From an optimization exercise on the open Yosys and OpenROAD flow, aimed at small area; shortcuts taken in it are not production practice.
The RTL was checked by simulation tests, not by an equivalence proof against the original design.
In this run the design's own scripts or RTL, not TritonCTS, make the clock network.
The clock input has no modelled driver; a real chip could not lean on it and would need a root buffer or a full tree.

File: design.v
module top(clk, reset, sensor_N, sensor_E, sensor_S, sensor_W, ped_N, ped_E, ped_S, ped_W, emergency_N, emergency_E, emergency_S, emergency_W, green_N, yellow_N, red_N, green_E, yellow_E, red_E, green_S
, yellow_S, red_S, green_W, yellow_W, red_W);
  input clk;
  wire clk;
  input reset;
  wire reset;
  input [1:0] sensor_N;
  wire [1:0] sensor_N;
  input [1:0] sensor_E;
  wire [1:0] sensor_E;
  input [1:0] sensor_S;
  wire [1:0] sensor_S;
  input [1:0] sensor_W;
  wire [1:0] sensor_W;
  input ped_N;
  wire ped_N;
  input ped_E;
  wire ped_E;
  input ped_S;
  wire ped_S;
  input ped_W;
  wire ped_W;
  input emergency_N;
  wire emergency_N;
  input emergency_E;
  wire emergency_E;
  input emergency_S;
  wire emergency_S;
  input emergency_W;
  wire emergency_W;
  output green_N;
  reg green_N;
  output yellow_N;
  reg yellow_N;
  output red_N;
  wire red_N;
  output green_E;
  reg green_E;
  output yellow_E;
  reg yellow_E;
  output red_E;
  wire red_E;
  output green_S;
  reg green_S;
  output yellow_S;
  reg yellow_S;
  output red_S;
  wire red_S;
  output green_W;
  reg green_W;
  output yellow_W;
  reg yellow_W;
  output red_W;
  wire red_W;
  reg [7:0] laneE_c ;
  reg [8:0] laneN_c ;
  reg [7:0] laneS_c ;
  reg [7:0] laneW_c ;
  wire n0;
  wire n1;
  wire n10;
  wire n100;
  wire n101;
  wire n102;
  wire n103;
  wire n104;
  wire n105;
  wire n106;
  wire n107;
  wire n108;
  wire n109;
  wire n11;
  wire n110;
  wire n111;
  wire n112;
  wire n113;
  wire n114;
  wire n115;
  wire n116;
  wire n117;
  wire n118;
  wire n119;
  wire n12;
  wire n120;
  wire n121;
  wire n122;
  wire n123;
  wire n124;
  wire n125;
  wire n126;
  wire n127;
  wire n128;
  wire n129;
  wire n13;
  wire n130;
  wire n131;
  wire n132;
  wire n14;
  wire n15;
  wire n16;
  wire n17;
  wire n18;
  wire n19;
  wire n2;
  wire n20;
  wire n21;
  wire n22;
  wire n23;
  wire n24;
  wire n25;
  wire n26;
  wire n27;
  wire n28;
  wire n29;
  wire n3;
  wire n30;
  wire n31;
  wire n32;
  wire n33;
  wire n34;
  wire n35;
  wire n36;
  wire n37;
  wire n38;
  wire n39;
  wire n4;
  wire n40;
  wire n41;
  wire n42;
  wire n43;
  wire n44;
  wire n45;
  wire n46;
  wire n47;
  wire n48;
  wire n49;
  wire n5;
  wire n50;
  wire n51;
  wire n52;
  wire n53;
  wire n54;
  wire n55;
  wire n56;
  wire n57;
  wire n58;
  wire n59;
  wire n6;
  wire n60;
  wire n61;
  wire n62;
  wire n63;
  wire n64;
  wire n65;
  wire n66;
  wire n67;
  wire n68;
  wire n69;
  wire n7;
  wire n70;
  wire n71;
  wire n72;
  wire n73;
  wire n74;
  wire n75;
  wire n76;
  wire n77;
  wire n78;
  wire n79;
  wire n8;
  wire n80;
  wire n81;
  wire n82;
  wire n83;
  wire n84;
  wire n85;
  wire n86;
  wire n87;
  wire n88;
  wire n89;
  wire n9;
  wire n90;
  wire n91;
  wire n92;
  wire n93;
  wire n94;
  wire n95;
  wire n96;
  wire n97;
  wire n98;
  wire n99;
  g_inv_1 u_000_ (
    .A(green_S),
    .Y(n12)
  );
  g_inv_1 u_001_ (
    .A(green_E),
    .Y(n9)
  );
  g_or2_0 u_002_ (
    .A(yellow_E),
    .B(green_E),
    .X(n7)
  );
  g_inv_1 u_003_ (
    .A(n7),
    .Y(red_E)
  );
  g_a21oi_1 u_004_ (
    .A1(sensor_E[0]),
    .A2(ped_E),
    .B1(sensor_E[1]),
    .Y(n4)
  );
  g_nor2_1 u_005_ (
    .A(n7),
    .B(n4),
    .Y(n1)
  );
  g_a21o_1 u_006_ (
    .A1(laneE_c [4]),
    .A2(n7),
    .B1(n1),
    .X(n42)
  );
  g_nor2_1 u_007_ (
    .A(laneE_c [3]),
    .B(red_E),
    .Y(n131)
  );
  g_o21ai_0 u_008_ (
    .A1(sensor_E[0]),
    .A2(ped_E),
    .B1(sensor_E[1]),
    .Y(n129)
  );
  g_a21oi_1 u_009_ (
    .A1(sensor_E[0]),
    .A2(ped_E),
    .B1(n129),
    .Y(n124)
  );
  g_o31ai_1 u_010_ (
    .A1(sensor_E[0]),
    .A2(ped_E),
    .A3(sensor_E[1]),
    .B1(red_E),
    .Y(n123)
  );
  g_nor2_1 u_011_ (
    .A(n124),
    .B(n123),
    .Y(n122)
  );
  g_nor2_1 u_012_ (
    .A(n131),
    .B(n122),
    .Y(n41)
  );
  g_a21o_1 u_013_ (
    .A1(laneE_c [2]),
    .A2(n7),
    .B1(n122),
    .X(n40)
  );
  g_o21a_1 u_014_ (
    .A1(laneE_c [0]),
    .A2(red_E),
    .B1(n123),
    .X(n39)
  );
  g_or2_0 u_015_ (
    .A(yellow_W),
    .B(green_W),
    .X(n121)
  );
  g_inv_1 u_016_ (
    .A(n121),
    .Y(red_W)
  );
  g_nor2_1 u_017_ (
    .A(laneE_c [5]),
    .B(red_E),
    .Y(n120)
  );
  g_nor2_1 u_018_ (
    .A(n1),
    .B(n120),
    .Y(n43)
  );
  g_nor2_1 u_019_ (
    .A(laneW_c [5]),
    .B(red_W),
    .Y(n119)
  );
  g_a21oi_1 u_020_ (
    .A1(sensor_W[0]),
    .A2(ped_W),
    .B1(sensor_W[1]),
    .Y(n118)
  );
  g_nor2_1 u_021_ (
    .A(n121),
    .B(n118),
    .Y(n117)
  );
  g_nor2_1 u_022_ (
    .A(n119),
    .B(n117),
    .Y(n37)
  );
  g_nor2_1 u_023_ (
    .A(yellow_N),
    .B(green_N),
    .Y(red_N)
  );
  g_nand2_1 u_024_ (
    .A(sensor_N[0]),
    .B(ped_N),
    .Y(n116)
  );
  g_nand2_1 u_025_ (
    .A(sensor_N[1]),
    .B(red_N),
    .Y(n115)
  );
  g_o22a_1 u_026_ (
    .A1(laneN_c [5]),
    .A2(red_N),
    .B1(n116),
    .B2(n115),
    .X(n35)
  );
  g_nor2_1 u_027_ (
    .A(sensor_N[0]),
    .B(ped_N),
    .Y(n114)
  );
  g_or2_0 u_028_ (
    .A(n115),
    .B(n114),
    .X(n113)
  );
  g_nand2_1 u_029_ (
    .A(red_N),
    .B(n116),
    .Y(n112)
  );
  g_o21ai_0 u_030_ (
    .A1(yellow_N),
    .A2(green_N),
    .B1(laneN_c [4]),
    .Y(n111)
  );
  g_o211ai_1 u_031_ (
    .A1(sensor_N[1]),
    .A2(n112),
    .B1(n111),
    .C1(n113),
    .Y(n34)
  );
  g_o21a_1 u_032_ (
    .A1(laneN_c [3]),
    .A2(red_N),
    .B1(n113),
    .X(n33)
  );
  g_o22a_1 u_033_ (
    .A1(laneN_c [2]),
    .A2(red_N),
    .B1(n112),
    .B2(sensor_N[1]),
    .X(n32)
  );
  g_o22a_1 u_034_ (
    .A1(laneN_c [0]),
    .A2(red_N),
    .B1(n114),
    .B2(n112),
    .X(n31)
  );
  g_xor2_1 u_035_ (
    .A(laneN_c [4]),
    .B(laneN_c [8]),
    .X(n110)
  );
  g_o22a_1 u_036_ (
    .A1(n116),
    .A2(n115),
    .B1(n110),
    .B2(red_N),
    .X(n21)
  );
  g_or2_0 u_037_ (
    .A(yellow_S),
    .B(green_S),
    .X(n109)
  );
  g_inv_1 u_038_ (
    .A(n109),
    .Y(red_S)
  );
  g_nand2_1 u_039_ (
    .A(laneS_c [3]),
    .B(n109),
    .Y(n108)
  );
  g_xnor2_1 u_040_ (
    .A(ped_S),
    .B(sensor_S[0]),
    .Y(n107)
  );
  g_a21oi_1 u_041_ (
    .A1(ped_S),
    .A2(sensor_S[0]),
    .B1(sensor_S[1]),
    .Y(n106)
  );
  g_nor2_1 u_042_ (
    .A(n109),
    .B(n106),
    .Y(n105)
  );
  g_nor3_1 u_043_ (
    .A(n109),
    .B(n107),
    .C(n106),
    .Y(n104)
  );
  g_nor4_1 u_044_ (
    .A(sensor_S[1]),
    .B(ped_S),
    .C(sensor_S[0]),
    .D(n109),
    .Y(n103)
  );
  g_nor2_1 u_045_ (
    .A(n104),
    .B(n103),
    .Y(n102)
  );
  g_nand2_1 u_046_ (
    .A(n108),
    .B(n102),
    .Y(n19)
  );
  g_a21o_1 u_047_ (
    .A1(laneS_c [0]),
    .A2(n109),
    .B1(n103),
    .X(n18)
  );
  g_nor2_1 u_048_ (
    .A(sensor_W[1]),
    .B(ped_W),
    .Y(n101)
  );
  g_o31ai_1 u_049_ (
    .A1(sensor_W[1]),
    .A2(sensor_W[0]),
    .A3(ped_W),
    .B1(red_W),
    .Y(n100)
  );
  g_nand2_1 u_050_ (
    .A(sensor_W[1]),
    .B(ped_W),
    .Y(n99)
  );
  g_o21ai_0 u_051_ (
    .A1(sensor_W[0]),
    .A2(ped_W),
    .B1(sensor_W[1]),
    .Y(n98)
  );
  g_a21oi_1 u_052_ (
    .A1(sensor_W[0]),
    .A2(ped_W),
    .B1(n98),
    .Y(n97)
  );
  g_nor2_1 u_053_ (
    .A(n100),
    .B(n97),
    .Y(n96)
  );
  g_a21o_1 u_054_ (
    .A1(laneW_c [2]),
    .A2(n121),
    .B1(n96),
    .X(n17)
  );
  g_nor2_1 u_055_ (
    .A(laneW_c [3]),
    .B(red_W),
    .Y(n95)
  );
  g_nor2_1 u_056_ (
    .A(n96),
    .B(n95),
    .Y(n16)
  );
  g_a21o_1 u_057_ (
    .A1(laneW_c [4]),
    .A2(n121),
    .B1(n117),
    .X(n15)
  );
  g_nor2_1 u_058_ (
    .A(laneS_c [5]),
    .B(red_S),
    .Y(n94)
  );
  g_nor2_1 u_059_ (
    .A(n105),
    .B(n94),
    .Y(n14)
  );
  g_a21o_1 u_060_ (
    .A1(laneS_c [4]),
    .A2(n109),
    .B1(n105),
    .X(n13)
  );
  g_nor2_1 u_061_ (
    .A(laneW_c [4]),
    .B(laneW_c [1]),
    .Y(n93)
  );
  g_nor3_1 u_062_ (
    .A(laneW_c [0]),
    .B(laneW_c [6]),
    .C(laneW_c [7]),
    .Y(n92)
  );
  g_nand2_1 u_063_ (
    .A(n93),
    .B(n92),
    .Y(n91)
  );
  g_nor4_1 u_064_ (
    .A(emergency_N),
    .B(emergency_E),
    .C(emergency_W),
    .D(emergency_S),
    .Y(n90)
  );
  g_nor2_1 u_065_ (
    .A(emergency_E),
    .B(n90),
    .Y(n89)
  );
  g_nor2_1 u_066_ (
    .A(emergency_S),
    .B(n90),
    .Y(n88)
  );
  g_nand2_1 u_067_ (
    .A(sensor_S[1]),
    .B(ped_S),
    .Y(n87)
  );
  g_o211ai_1 u_068_ (
    .A1(emergency_E),
    .A2(n90),
    .B1(ped_E),
    .C1(sensor_E[1]),
    .Y(n86)
  );
  g_nor2_1 u_069_ (
    .A(emergency_N),
    .B(n90),
    .Y(n85)
  );
  g_nand2_1 u_070_ (
    .A(sensor_N[1]),
    .B(ped_N),
    .Y(n84)
  );
  g_o21ai_0 u_071_ (
    .A1(n88),
    .A2(n87),
    .B1(n86),
    .Y(n83)
  );
  g_o21ba_1 u_072_ (
    .A1(n85),
    .A2(n84),
    .B1_N(n83),
    .X(n82)
  );
  g_nor2_1 u_073_ (
    .A(emergency_W),
    .B(n90),
    .Y(n81)
  );
  g_o21ai_0 u_074_ (
    .A1(n99),
    .A2(n81),
    .B1(n82),
    .Y(n80)
  );
  g_o21ai_0 u_075_ (
    .A1(n89),
    .A2(n80),
    .B1(n86),
    .Y(n79)
  );
  g_o21ai_0 u_076_ (
    .A1(ped_E),
    .A2(sensor_E[1]),
    .B1(n79),
    .Y(n78)
  );
  g_a21oi_1 u_077_ (
    .A1(n87),
    .A2(n80),
    .B1(n88),
    .Y(n77)
  );
  g_o21ai_0 u_078_ (
    .A1(sensor_S[1]),
    .A2(ped_S),
    .B1(n77),
    .Y(n76)
  );
  g_o22ai_1 u_079_ (
    .A1(sensor_N[1]),
    .A2(ped_N),
    .B1(emergency_N),
    .B2(n90),
    .Y(n75)
  );
  g_and3_1 u_080_ (
    .A(n78),
    .B(n76),
    .C(n75),
    .X(n74)
  );
  g_o21a_1 u_081_ (
    .A1(n101),
    .A2(n81),
    .B1(n74),
    .X(n73)
  );
  g_nand2_1 u_082_ (
    .A(n79),
    .B(n73),
    .Y(n72)
  );
  g_nand2_1 u_083_ (
    .A(n78),
    .B(n72),
    .Y(n29)
  );
  g_nor3_1 u_084_ (
    .A(sensor_W[1]),
    .B(ped_W),
    .C(n74),
    .Y(n30)
  );
  g_a21oi_1 u_085_ (
    .A1(sensor_W[1]),
    .A2(ped_W),
    .B1(n82),
    .Y(n36)
  );
  g_nor4b_1 u_086_ (
    .A(n81),
    .B(n30),
    .C(n36),
    .D_N(sensor_W[0]),
    .Y(n38)
  );
  g_a21oi_1 u_087_ (
    .A1(sensor_E[0]),
    .A2(n29),
    .B1(n38),
    .Y(n44)
  );
  g_nand2_1 u_088_ (
    .A(n77),
    .B(n73),
    .Y(n45)
  );
  g_nand2_1 u_089_ (
    .A(n76),
    .B(n45),
    .Y(n46)
  );
  g_a21boi_0 u_090_ (
    .A1(sensor_S[0]),
    .A2(n46),
    .B1_N(n44),
    .Y(n47)
  );
  g_nor2_1 u_091_ (
    .A(sensor_N[0]),
    .B(n47),
    .Y(n48)
  );
  g_nor3_1 u_092_ (
    .A(sensor_N[1]),
    .B(ped_N),
    .C(n73),
    .Y(n49)
  );
  g_a2111oi_0 u_093_ (
    .A1(n84),
    .A2(n80),
    .B1(n48),
    .C1(n49),
    .D1(n85),
    .Y(n50)
  );
  g_o21ai_0 u_094_ (
    .A1(sensor_E[0]),
    .A2(n47),
    .B1(n29),
    .Y(n51)
  );
  g_nor2b_1 u_095_ (
    .A(n50),
    .B_N(n51),
    .Y(n52)
  );
  g_o21ai_0 u_096_ (
    .A1(sensor_S[0]),
    .A2(n44),
    .B1(n46),
    .Y(n53)
  );
  g_a32o_1 u_097_ (
    .A1(red_W),
    .A2(n52),
    .A3(n53),
    .B1(n91),
    .B2(green_W),
    .X(n11)
  );
  g_nand3_1 u_098_ (
    .A(laneW_c [2]),
    .B(laneW_c [3]),
    .C(laneW_c [0]),
    .Y(n54)
  );
  g_a32o_1 u_099_ (
    .A1(green_W),
    .A2(n93),
    .A3(n92),
    .B1(n54),
    .B2(yellow_W),
    .X(n10)
  );
  g_a22o_1 u_100_ (
    .A1(laneW_c [6]),
    .A2(n121),
    .B1(n117),
    .B2(n98),
    .X(n8)
  );
  g_or3_1 u_101_ (
    .A(laneS_c [0]),
    .B(laneS_c [4]),
    .C(laneS_c [6]),
    .X(n55)
  );
  g_nor3_1 u_102_ (
    .A(laneS_c [1]),
    .B(laneS_c [7]),
    .C(n55),
    .Y(n56)
  );
  g_nor2_1 u_103_ (
    .A(n109),
    .B(n53),
    .Y(n57)
  );
  g_o2bb2ai_1 u_104_ (
    .A1_N(n52),
    .A2_N(n57),
    .B1(n56),
    .B2(n12),
    .Y(n6)
  );
  g_nand3_1 u_105_ (
    .A(laneS_c [3]),
    .B(laneS_c [0]),
    .C(laneS_c [2]),
    .Y(n58)
  );
  g_a22o_1 u_106_ (
    .A1(green_S),
    .A2(n56),
    .B1(n58),
    .B2(yellow_S),
    .X(n5)
  );
  g_a32o_1 u_107_ (
    .A1(n107),
    .A2(n105),
    .A3(n87),
    .B1(n109),
    .B2(laneS_c [6]),
    .X(n3)
  );
  g_o21a_1 u_108_ (
    .A1(laneS_c [2]),
    .A2(red_S),
    .B1(n102),
    .X(n2)
  );
  g_or3_1 u_109_ (
    .A(laneE_c [4]),
    .B(laneE_c [0]),
    .C(laneE_c [6]),
    .X(n59)
  );
  g_nor3_1 u_110_ (
    .A(laneE_c [1]),
    .B(laneE_c [7]),
    .C(n59),
    .Y(n60)
  );
  g_o32ai_1 u_111_ (
    .A1(n7),
    .A2(n50),
    .A3(n51),
    .B1(n60),
    .B2(n9),
    .Y(n0)
  );
  g_nand3_1 u_112_ (
    .A(laneE_c [3]),
    .B(laneE_c [2]),
    .C(laneE_c [0]),
    .Y(n61)
  );
  g_a22o_1 u_113_ (
    .A1(green_E),
    .A2(n60),
    .B1(n61),
    .B2(yellow_E),
    .X(n132)
  );
  g_a22o_1 u_114_ (
    .A1(laneE_c [6]),
    .A2(n7),
    .B1(n1),
    .B2(n129),
    .X(n130)
  );
  g_nand3b_1 u_115_ (
    .A_N(laneN_c [8]),
    .B(laneN_c [1]),
    .C(laneN_c [3]),
    .Y(n62)
  );
  g_nand2b_1 u_116_ (
    .A_N(laneN_c [2]),
    .B(laneN_c [0]),
    .Y(n63)
  );
  g_or4b_1 u_117_ (
    .A(laneN_c [5]),
    .B(n62),
    .C(n63),
    .D_N(green_N),
    .X(n64)
  );
  g_nor2b_1 u_118_ (
    .A(yellow_N),
    .B_N(n50),
    .Y(n65)
  );
  g_o21a_1 u_119_ (
    .A1(green_N),
    .A2(n65),
    .B1(n64),
    .X(n128)
  );
  g_o21ai_0 u_120_ (
    .A1(laneN_c [7]),
    .A2(n63),
    .B1(yellow_N),
    .Y(n66)
  );
  g_nand2_1 u_121_ (
    .A(n64),
    .B(n66),
    .Y(n127)
  );
  g_nor2_1 u_122_ (
    .A(laneN_c [7]),
    .B(red_N),
    .Y(n67)
  );
  g_a21oi_1 u_123_ (
    .A1(sensor_N[0]),
    .A2(ped_N),
    .B1(n113),
    .Y(n68)
  );
  g_nor2_1 u_124_ (
    .A(n67),
    .B(n68),
    .Y(n126)
  );
  g_o21a_1 u_125_ (
    .A1(laneW_c [0]),
    .A2(red_W),
    .B1(n100),
    .X(n125)
  );
  g_a21oi_1 u_126_ (
    .A1(laneE_c [2]),
    .A2(laneE_c [7]),
    .B1(red_E),
    .Y(n69)
  );
  g_o21ai_0 u_127_ (
    .A1(laneE_c [2]),
    .A2(laneE_c [7]),
    .B1(n69),
    .Y(n28)
  );
  g_or2_0 u_128_ (
    .A(laneN_c [6]),
    .B(red_N),
    .X(n27)
  );
  g_a21oi_1 u_129_ (
    .A1(laneS_c [7]),
    .A2(laneS_c [2]),
    .B1(red_S),
    .Y(n70)
  );
  g_o21ai_0 u_130_ (
    .A1(laneS_c [7]),
    .A2(laneS_c [2]),
    .B1(n70),
    .Y(n26)
  );
  g_nand2b_1 u_131_ (
    .A_N(laneE_c [1]),
    .B(n7),
    .Y(n25)
  );
  g_a21oi_1 u_132_ (
    .A1(laneW_c [2]),
    .A2(laneW_c [7]),
    .B1(red_W),
    .Y(n71)
  );
  g_o21ai_0 u_133_ (
    .A1(laneW_c [2]),
    .A2(laneW_c [7]),
    .B1(n71),
    .Y(n24)
  );
  g_nor2b_1 u_134_ (
    .A(red_N),
    .B_N(laneN_c [1]),
    .Y(n23)
  );
  g_nand2b_1 u_135_ (
    .A_N(laneS_c [1]),
    .B(n109),
    .Y(n22)
  );
  g_nand2b_1 u_136_ (
    .A_N(laneW_c [1]),
    .B(n121),
    .Y(n20)
  );
  always @(posedge clk)
    laneW_c [1] <= n125;
  always @(posedge clk)
    laneW_c [3] <= n17;
  always @(posedge clk)
    laneW_c [4] <= n16;
  always @(posedge clk)
    laneW_c [5] <= n15;
  always @(posedge clk)
    laneW_c [6] <= n37;
  always @(posedge clk)
    laneW_c [7] <= n8;
  always @(posedge clk)
    laneW_c [0] <= n24;
  always @(posedge clk)
    laneW_c [2] <= n20;
  always @(posedge clk)
    laneS_c [1] <= n18;
  always @(posedge clk)
    laneS_c [3] <= n2;
  always @(posedge clk)
    laneS_c [4] <= n19;
  always @(posedge clk)
    laneS_c [5] <= n13;
  always @(posedge clk)
    laneS_c [6] <= n14;
  always @(posedge clk)
    laneS_c [7] <= n3;
  always @(posedge clk)
    laneS_c [0] <= n26;
  always @(posedge clk)
    laneS_c [2] <= n22;
  always @(posedge clk)
    laneE_c [1] <= n39;
  always @(posedge clk)
    laneE_c [3] <= n40;
  always @(posedge clk)
    laneE_c [4] <= n41;
  always @(posedge clk)
    laneE_c [5] <= n42;
  always @(posedge clk)
    laneE_c [6] <= n43;
  always @(posedge clk)
    laneE_c [7] <= n130;
  always @(posedge clk)
    laneE_c [0] <= n28;
  always @(posedge clk)
    laneE_c [2] <= n25;
  always @(posedge clk)
    laneN_c [0] <= n21;
  always @(posedge clk)
    laneN_c [1] <= n31;
  always @(posedge clk)
    laneN_c [3] <= n32;
  always @(posedge clk)
    laneN_c [4] <= n33;
  always @(posedge clk)
    laneN_c [5] <= n34;
  always @(posedge clk)
    laneN_c [6] <= n35;
  always @(posedge clk)
    laneN_c [8] <= n126;
  always @(posedge clk)
    laneN_c [2] <= n23;
  always @(posedge clk)
    laneN_c [7] <= n27;
  always @(posedge clk, posedge reset)
    if (reset) green_N <= 1'h0;
    else green_N <= n128;
  always @(posedge clk, posedge reset)
    if (reset) yellow_N <= 1'h0;
    else yellow_N <= n127;
  always @(posedge clk, posedge reset)
    if (reset) green_E <= 1'h0;
    else green_E <= n0;
  always @(posedge clk, posedge reset)
    if (reset) yellow_E <= 1'h0;
    else yellow_E <= n132;
  always @(posedge clk, posedge reset)
    if (reset) green_S <= 1'h0;
    else green_S <= n6;
  always @(posedge clk, posedge reset)
    if (reset) yellow_S <= 1'h0;
    else yellow_S <= n5;
  always @(posedge clk, posedge reset)
    if (reset) green_W <= 1'h0;
    else green_W <= n11;
  always @(posedge clk, posedge reset)
    if (reset) yellow_W <= 1'h0;
    else yellow_W <= n10;
endmodule
module g_a2111oi_0 (input wire A1, input wire A2, input wire B1, input wire C1, input wire D1, output wire Y);
    assign Y = ( ~ (A1) & ~ (B1) & ~ (C1) & ~ (D1) ) | ( ~ (A2) & ~ (B1) & ~ (C1) & ~ (D1) );
endmodule
module g_a21boi_0 (input wire A1, input wire A2, input wire B1_N, output wire Y);
    assign Y = ( ~ (A1) & (B1_N) ) | ( ~ (A2) & (B1_N) );
endmodule
module g_a21o_1 (input wire A1, input wire A2, input wire B1, output wire X);
    assign X = ( (A1) & (A2) ) | ( (B1) );
endmodule
module g_a21oi_1 (input wire A1, input wire A2, input wire B1, output wire Y);
    assign Y = ( ~ (A1) & ~ (B1) ) | ( ~ (A2) & ~ (B1) );
endmodule
module g_a22o_1 (input wire A1, input wire A2, input wire B1, input wire B2, output wire X);
    assign X = ( (B1) & (B2) ) | ( (A1) & (A2) );
endmodule
module g_a32o_1 (input wire A1, input wire A2, input wire A3, input wire B1, input wire B2, output wire X);
    assign X = ( (A1) & (A2) & (A3) ) | ( (B1) & (B2) );
endmodule
module g_and3_1 (input wire A, input wire B, input wire C, output wire X);
    assign X = ( (A) & (B) & (C) );
endmodule
module g_inv_1 (input wire A, output wire Y);
    assign Y = ( ~ (A) );
endmodule
module g_nand2_1 (input wire A, input wire B, output wire Y);
    assign Y = ( ~ (A) ) | ( ~ (B) );
endmodule
module g_nand2b_1 (input wire A_N, input wire B, output wire Y);
    assign Y = ( (A_N) ) | ( ~ (B) );
endmodule
module g_nand3_1 (input wire A, input wire B, input wire C, output wire Y);
    assign Y = ( ~ (A) ) | ( ~ (B) ) | ( ~ (C) );
endmodule
module g_nand3b_1 (input wire A_N, input wire B, input wire C, output wire Y);
    assign Y = ( (A_N) ) | ( ~ (B) ) | ( ~ (C) );
endmodule
module g_nor2_1 (input wire A, input wire B, output wire Y);
    assign Y = ( ~ (A) & ~ (B) );
endmodule
module g_nor2b_1 (input wire A, input wire B_N, output wire Y);
    assign Y = ( ~ (A) & (B_N) );
endmodule
module g_nor3_1 (input wire A, input wire B, input wire C, output wire Y);
    assign Y = ( ~ (A) & ~ (B) & ~ (C) );
endmodule
module g_nor4_1 (input wire A, input wire B, input wire C, input wire D, output wire Y);
    assign Y = ( ~ (A) & ~ (B) & ~ (C) & ~ (D) );
endmodule
module g_nor4b_1 (input wire A, input wire B, input wire C, input wire D_N, output wire Y);
    assign Y = ( ~ (A) & ~ (B) & ~ (C) & (D_N) );
endmodule
module g_o211ai_1 (input wire A1, input wire A2, input wire B1, input wire C1, output wire Y);
    assign Y = ( ~ (A1) & ~ (A2) ) | ( ~ (B1) ) | ( ~ (C1) );
endmodule
module g_o21a_1 (input wire A1, input wire A2, input wire B1, output wire X);
    assign X = ( (A1) & (B1) ) | ( (A2) & (B1) );
endmodule
module g_o21ai_0 (input wire A1, input wire A2, input wire B1, output wire Y);
    assign Y = ( ~ (A1) & ~ (A2) ) | ( ~ (B1) );
endmodule
module g_o21ba_1 (input wire A1, input wire A2, input wire B1_N, output wire X);
    assign X = ( (A1) & ~ (B1_N) ) | ( (A2) & ~ (B1_N) );
endmodule
module g_o22a_1 (input wire A1, input wire A2, input wire B1, input wire B2, output wire X);
    assign X = ( (A1) & (B1) ) | ( (A2) & (B1) ) | ( (A1) & (B2) ) | ( (A2) & (B2) );
endmodule
module g_o22ai_1 (input wire A1, input wire A2, input wire B1, input wire B2, output wire Y);
    assign Y = ( ~ (B1) & ~ (B2) ) | ( ~ (A1) & ~ (A2) );
endmodule
module g_o2bb2ai_1 (input wire A1_N, input wire A2_N, input wire B1, input wire B2, output wire Y);
    assign Y = ( ~ (B1) & ~ (B2) ) | ( (A1_N) & (A2_N) );
endmodule
module g_o31ai_1 (input wire A1, input wire A2, input wire A3, input wire B1, output wire Y);
    assign Y = ( ~ (A1) & ~ (A2) & ~ (A3) ) | ( ~ (B1) );
endmodule
module g_o32ai_1 (input wire A1, input wire A2, input wire A3, input wire B1, input wire B2, output wire Y);
    assign Y = ( ~ (A1) & ~ (A2) & ~ (A3) ) | ( ~ (B1) & ~ (B2) );
endmodule
module g_or2_0 (input wire A, input wire B, output wire X);
    assign X = ( (A) ) | ( (B) );
endmodule
module g_or3_1 (input wire A, input wire B, input wire C, output wire X);
    assign X = ( (A) ) | ( (B) ) | ( (C) );
endmodule
module g_or4b_1 (input wire A, input wire B, input wire C, input wire D_N, output wire X);
    assign X = ( (A) ) | ( (B) ) | ( (C) ) | ( ~ (D_N) );
endmodule
module g_xnor2_1 (input wire A, input wire B, output wire Y);
    assign Y = ( ~ (A) & ~ (B) ) | ( (A) & (B) );
endmodule
module g_xor2_1 (input wire A, input wire B, output wire X);
    assign X = ( (A) & ~ (B) ) | ( ~ (A) & (B) );
endmodule
File: flow/run.sh
#!/bin/bash
# Standard ORFS layout, with three changes: after floorplan every
# combinational cell gets the smallest drive strength of its function
# (flow/downsize.tcl); the port buffers are the smallest buffer (buf_1); and
# after CTS the clock tree is replaced by 4 clkbuf_4 cells, each driving a
# group of nearby flip-flops (flow/cts_post.tcl).
set -euo pipefail
bash standard.sh \
  POST_FLOORPLAN_TCL="$PWD/flow/downsize.tcl" \
  BUFFER_PORTS_ARGS="-buffer_cell sky130_fd_sc_hd__buf_1" \
  CTS_ARGS="-sink_clustering_enable -repair_clock_nets -dont_use_dummy_load" \
  POST_CTS_TCL="$PWD/flow/cts_post.tcl" CLK_BUF_CELL=clkbuf_4 CLK_BUF_N=4 \
  finish > standard.log 2>&1
File: flow/cts_post.tcl
# After CTS: replace the clock tree by CLK_BUF_N buffers of type CLK_BUF_CELL,
# each driven by the clock port and driving one group of flip-flops (groups
# made by splitting the flip-flops in halves, alternately by x and by y), each
# buffer placed at the centre of its group.
set cell $::env(CLK_BUF_CELL)
set nbuf $::env(CLK_BUF_N)
set block [ord::get_db_block]
set db [ord::get_db]
set clk_net [$block findNet clk]
set sinks {}
set old_insts {}
set old_nets {}
set todo [list $clk_net]
while { [llength $todo] > 0 } {
  set n [lindex $todo 0]
  set todo [lrange $todo 1 end]
  foreach it [$n getITerms] {
    if { ![$it isInputSignal] } { continue }
    set inst [$it getInst]
    set m [[$inst getMaster] getName]
    if { [regexp {__(clkbuf|clkinv|bufinv|clkdlybuf|buf)_} $m] } {
      lappend old_insts $inst
      foreach ot [$inst getITerms] {
        if { [$ot isOutputSignal] && [$ot getNet] ne "NULL" } {
          lappend old_nets [$ot getNet]
          lappend todo [$ot getNet]
        }
      }
    } else {
      if { ![string match "sky130_fd_sc_hd__df*" $m] } {
        error "cts_post: unexpected clock sink [$inst getName] ($m)"
      }
      lappend sinks $it
    }
  }
}
puts "cts_post: [llength $sinks] clock sinks, [llength $old_insts] tree cells removed"
proc centre { it } {
  set bb [[$it getInst] getBBox]
  return [list [expr {([$bb xMin] + [$bb xMax]) / 2}] [expr {([$bb yMin] + [$bb yMax]) / 2}]]
}
proc split_groups { items n axis } {
  if { $n <= 1 } { return [list $items] }
  set keyed {}
  foreach it $items { lappend keyed [list [lindex [centre $it] $axis] $it] }
  set sorted {}
  foreach k [lsort -integer -index 0 $keyed] { lappend sorted [lindex $k 1] }
  set h [expr {[llength $sorted] / 2}]
  set na [expr {$n / 2}]
  return [concat [split_groups [lrange $sorted 0 [expr {$h - 1}]] $na [expr {1 - $axis}]] \
                 [split_groups [lrange $sorted $h end] [expr {$n - $na}] [expr {1 - $axis}]]]
}
set die [$block getDieArea]
set axis [expr {([$die dx] >= [$die dy]) ? 0 : 1}]
set groups [split_groups $sinks $nbuf $axis]
foreach it $sinks { $it disconnect }
foreach inst $old_insts { odb::dbInst_destroy $inst }
foreach n $old_nets { odb::dbNet_destroy $n }
set master [$db findMaster sky130_fd_sc_hd__$cell]
set i 0
foreach g $groups {
  set sx 0; set sy 0
  foreach it $g { lassign [centre $it] x y; set sx [expr {$sx + $x}]; set sy [expr {$sy + $y}] }
  set buf [odb::dbInst_create $block $master clkbuf_leaf_$i]
  set leaf [odb::dbNet_create $block clknet_leaf_$i]
  $leaf setSigType CLOCK
  [$buf findITerm A] connect $clk_net
  [$buf findITerm X] connect $leaf
  foreach it $g { $it connect $leaf }
  $buf setLocation [expr {$sx / [llength $g]}] [expr {$sy / [llength $g]}]
  $buf setPlacementStatus PLACED
  puts "cts_post: clkbuf_leaf_$i drives [llength $g] flip-flops"
  incr i
}
detailed_placement
check_placement -verbose
estimate_parasitics -placement
report_checks -path_delay min_max -format end
report_check_types -max_slew -max_capacitance
File: flow/downsize.tcl
# After floorplan: give every combinational cell the smallest drive strength
# of its function (synthesis sizes some gates up; timing has ample slack, and
# placement's repair_design fixes any slew or capacitance limit afterwards).
set db [ord::get_db]
set block [ord::get_db_block]
set swapped 0
foreach inst [$block getInsts] {
  set m [$inst getMaster]
  set name [$m getName]
  if { ![regexp {^sky130_fd_sc_hd__([a-z0-9]+)_([0-9]+)$} $name -> fn drive] } { continue }
  if { [regexp {^(df|sdf|edf|dl|sdl|buf|clk|tap|fill|decap|diode|conb|probe|lpflow|bufinv|bufbuf|dly|einv|ebuf)} $fn] } { continue }
  set best $m
  foreach d {0 1 2} {
    set cand [$db findMaster sky130_fd_sc_hd__${fn}_$d]
    if { $cand eq "NULL" } { continue }
    if { [expr {[$cand getWidth] * [$cand getHeight]}] < [expr {[$best getWidth] * [$best getHeight]}] } {
      set best $cand
    }
  }
  if { $best ne $m } {
    $inst swapMaster $best
    incr swapped
  }
}
puts "downsize: $swapped cells swapped to a smaller drive strength"
File: standard.sh
#!/bin/bash
# synth_recipe.tcl (not shown) runs the flow's synth.tcl, then flattens the netlist and writes it again
# the make line also repeats each setting of config.mk as NAME=value (left out here)
make -C /OpenROAD-flow-scripts/flow DESIGN_CONFIG=/design/flow/config.mk WORK_HOME=/design/flow/orfs CLKGATE_MAP_FILE= SYNTH_SCRIPT=/design/flow/synth_recipe.tcl "${@:-finish}"
File: config.mk
export PLATFORM = sky130hd
export DESIGN_NAME = top
export DESIGN_NICKNAME = top
export VERILOG_FILES = /design/flow/design.v
export SDC_FILE = /design/flow/constraint.sdc
export NUM_CORES = 4
export LEC_CHECK = 0
export CAP_MARGIN = 20
export CORE_AREA = 2.3 2.72 60.7 60.3
export DIE_AREA = 0 0 63 63
export SLEW_MARGIN = 20
export SYNTH_HIERARCHICAL = 1
export SYNTH_MINIMUM_KEEP_SIZE = 0
File: constraint.sdc
create_clock -name core_clock -period 6.0 [get_ports {clk}]
set_input_delay 1.2000 -clock core_clock [delete_from_list [all_inputs] [get_ports {clk}]]
set_output_delay 1.2000 -clock core_clock [all_outputs]
set_load 0.01 [all_outputs]
==> notes.md <==
[modules after synthesis, one instance, submodules excluded, a selection]
module	copies in the design	flip-flops and latches	cell area [um2]
g_and3_1	1	0	6.256
g_nor2_1	28	0	3.754
top	1	41	864.6
g_o32ai_1	1	0	16.27
g_nand2_1	14	0	3.754
g_nand3_1	3	0	5.005
g_or3_1	2	0	6.256
g_a2111oi_0	1	0	15.01
g_nor3_1	6	0	10.01
g_a22o_1	4	0	8.758
g_o31ai_1	2	0	12.51
g_a21boi_0	1	0	11.26
g_a21o_1	6	0	7.507
g_a32o_1	3	0	10.01
[registers in the layout, summed over array words and instances, names as in the netlist]
signal / cells
yellow_S: 1
laneN_c: 9
green_N: 1
laneE_c: 8
green_S: 1
green_E: 1
laneW_c: 8
yellow_N: 1
green_W: 1
yellow_W: 1
laneS_c: 8
yellow_E: 1
[final timing paths]
| kind | slack, ns | end | startpoint | depth (start not counted) |
|---|---|---|---|---|
| min in group asynchronous | 0.93 | yellow_S | reset | 2 |
| max in group asynchronous | 4.83 | yellow_E | reset | 2 |
| min reg2reg | 0.42 | laneN_c[7] | laneN_c[6] | 1 |
| max | 1.61 | green_W | emergency_E | 15 |
| max reg2reg | 4.30 | laneN_c[8] | green_N | 5 |
| min | 0.42 | laneN_c[7] | laneN_c[6] | 1 |
[power groups by stage]
stage / Combinational [uW] / Sequential, uW / Clock (uW)
floorplan: 275 / 505 / 0
global placement: 324 / 506 / 0
detailed placement: 330 / 510 / 0
global route: 373 / 521 / 112
finish: 329 / 504 / 97.6
[cell usage after synthesis]
library cell / number
nand3b_1: 1
nor2b_4: 3
nor3_2: 6
or4b_1: 1
o21ai_1: 14
inv_1: 6
or2_1: 5
o21ba_1: 1
nor4_2: 2
a21oi_2: 12
o22a_1: 4
dfxtp_1: 33
nand2b_1: 4
nor2_1: 28
and3_1: 1
dfrtp_1: 8
o32ai_2: 1
o211ai_2: 2
a21boi_2: 1
or3_1: 2
xnor2_1: 1
a2111oi_2: 1
o22ai_1: 1
nand2_1: 14
o21a_1: 6
nand3_1: 3
o2bb2ai_2: 1
xor2_1: 1
o31ai_2: 2
a32o_1: 3
nor4b_2: 1
a22o_1: 4
a21o_1: 6
[critical path: cells and delay by family]
kind | cells | cell delay (ns)
and+or+nand+nor | 4 | 1.00
AOI/OAI and AO/OA | 10 | 2.16
buffers and inverters | 1 | 0.10
[placed cells by master (no fill, tap or decap), drive strengths merged]
cell	instances
or4b	1
o31ai	2
a2111oi	1
nand2b	4
nand3b	1
or3	2
o211ai	2
o21ai	14
a32o	3
a21oi	12
a21boi	1
nor2	28
inv	6
o32ai	1
o22ai	1
dfxtp	33
o21a	6
o2bb2ai	1
a22o	4
nor4b	1
o22a	4
nand2	14
xnor2	1
dfrtp	8
a21o	6
nor2b	3
and3	1
clkbuf	4
xor2	1
buf	29
nor3	6
o21ba	1
nand3	3
or2	5
nor4	2
[cell families (layout without fill, tap and decap cells)]
group                  Yosys count  count (layout)  synth area share [%]
XOR/XNOR                         2               2                0.9751
AND/OR/NAND/NOR                 71              71                 22.63
flip-flops                      41              41                 47.91
buffers and inverters            6              39                 1.253
AO/OA/AOI/OAI                   59              59                 27.23
[area by class of cell]
cell class	instances	area share, %
plain buffers	4	1.638
multi-input cells	132	41.09
well taps	46	3.140
flip-flops and latches	41	46.96
repair buffers	29	5.939
inverters	6	1.229
[per-stage QoR]
step / setup WS [ns] / hold WS, ns / area, um2 / std cells
after global routing: 1.313 / 0.4350 / 1833 / 258
after detailed placement: 1.456 / 0.3929 / 1803 / 254
final: 1.611 / 0.4177 / 1833 / 258
after floorplan: 2.181 / 0.3832 / 1797 / 179
after global placement: 1.641 / 0.3877 / 1803 / 254
[per-layer routing]
metal	vias up	wire length (um)
met5	-	0
met4	0	23
met3	3	115
met2	27	1509
met1	649	1569
li1	714	-
==> results_dict.tcl <==
set metrics [dict create \
    status "no timing/DRC/antenna violations" \
    antenna_found_initial 0 \
    synth.area.top_cells "dfxtp_1 37%, dfrtp_1 11%, nor2_1 5.8%" \
    synthDistinctLibCells 33 \
    arrival_ns 4.45 \
    fmax_ghz 0.2278 \
    tns_ns 0 \
    syn-num-nets 197 \
    wl_um 3218 \
    met1_usage_pct 21.69 \
    finalClockSkew_ns 0.004221 \
    grt_first_pass_wirelength_um 5554 \
    grt-busiest-layer "met2" \
    first_iter_violations 69 \
    row_count 21 \
    path_class "in -> reg" \
    dp_hpwl_um 2524 \
    p_int_uw 604.0 \
    die_x_um 63 \
    synth.cell_area_um2 1797 \
    netSwitchingFraction_pct 35.12 \
    routed_via_density 5.399 \
    clkPwrFrac_pct 10.5 \
    yosysWarnings 7 \
    comb_power_share_pct 35.4 \
    wl_per_cell_um 12.47 \
    use_met3_pct 6.126 \
    drive_above_1_share_pct 1.887 \
    multiInputGateArea_um2 753.2 \
    gp_congestion 0.8188 \
    fillerInstances 320 \
    worstMarginPinSlew_ns 0.7476 \
    track_usage_pct 17.36 \
    maxSlewViolCount 0 \
    vias 1393 \
    crit_path_top_delay_cell "nor4_1" \
    diodes 0 \
    cpPeakStageDelay_ns 0.69 \
    cts.sinks 41 \
    p_seq_share_pct 54.1 \
    start_util_pct 54.27 \
    insertion_delay_ns 0.17 \
    pin_count 30 \
    finalPower_uw 931.0 \
    overflow 0 \
    power.static_leakage_uw 0.0007620 \
    finalHoldViolCount 0 \
    seq_area_um2 860.8 \
    finish.net_count 232 \
    die_area_um2 3969 \
    path_cells "buf_1 -> nor4_1 -> o211ai_1 -> o21ai_1 -> o21ba_1 -> o21ai_1 -> o21ai_1 -> o21ai_1 -> nand2_1 -> a21oi_1 -> a21boi_0 -> nor2_1 -> a2111oi_0 -> nor2b_1 -> a32o_1" \
    p_sw_uw 327.0 \
    finalCritPeriodShare_pct 73.15 \
    vdd_drop_max_uv 245.2 \
    cp_common_cell "o21ai_1" \
    yosysSeqAreaShare_pct 47.91 \
    drtPass1Iterations 5 \
    die_h_um 63 \
    end_kind "register" \
    synthCells 179 \
    power.density_nw_per_um2 507.9 \
    max-slew-margin-rel_pct 48.87 \
    finalCriticalPeriod_ns 4.389 \
    area_delta_synth_final_pct 2.020 \
    ant_nets 0 \
    finish.utilization_pct 55.37 \
    grt_max_degree 12 \
    grt_pass1_vias 1313 \
    ys_ff_latch 41 \
    clkTransAtPathRegs_ns 0.10 \
    cp-start-kind "input port" \
    crit_path_max_fanout 6 \
    rsz0062_at_grt "false" \
    coreArea_um2 3311 \
    met2_usage_pct 28.46 \
    critPathRequiredTime_ns 6.06 \
    drv_cap 0 \
    synth_top_area_share_pct 36.77 \
    setup_viol 0 \
    hp-class "reg -> reg" \
    drcViolationCount 0 \
    yosys.area.top_type "dfxtp_1" \
    io_buffers 29 \
    avgSynthCellArea_um2 10.04 \
]

-- what the ideal ports hide --
The flow's constraints put no driver on any port. The routed layout listed below was extracted and timed again, unchanged, in two steps. Step 1: set_driving_cell puts a clkbuf_16 on clk and a buf_2 on each other input, an assumption about the parent block. Step 2, shift: input delay + t, output delay - t, t = (earliest + latest rising clock arrival at the registers) / 2. This alone moves slack from input paths to output paths. a / b / c = no drivers / after step 1 / after step 2; a / b = the first two.
t (ns): 0.204
setup WS [ns]: 1.611 / 1.633 / 1.429
slew at the worst register clock pin (ns): 0.11 / 0.11
worst data-port slew with drivers (ns): 0.03
After both steps setup and hold are still met in this run. For this run, drivers alone change the setup slack by +0.022 ns; drivers and shift together by -0.182 ns.
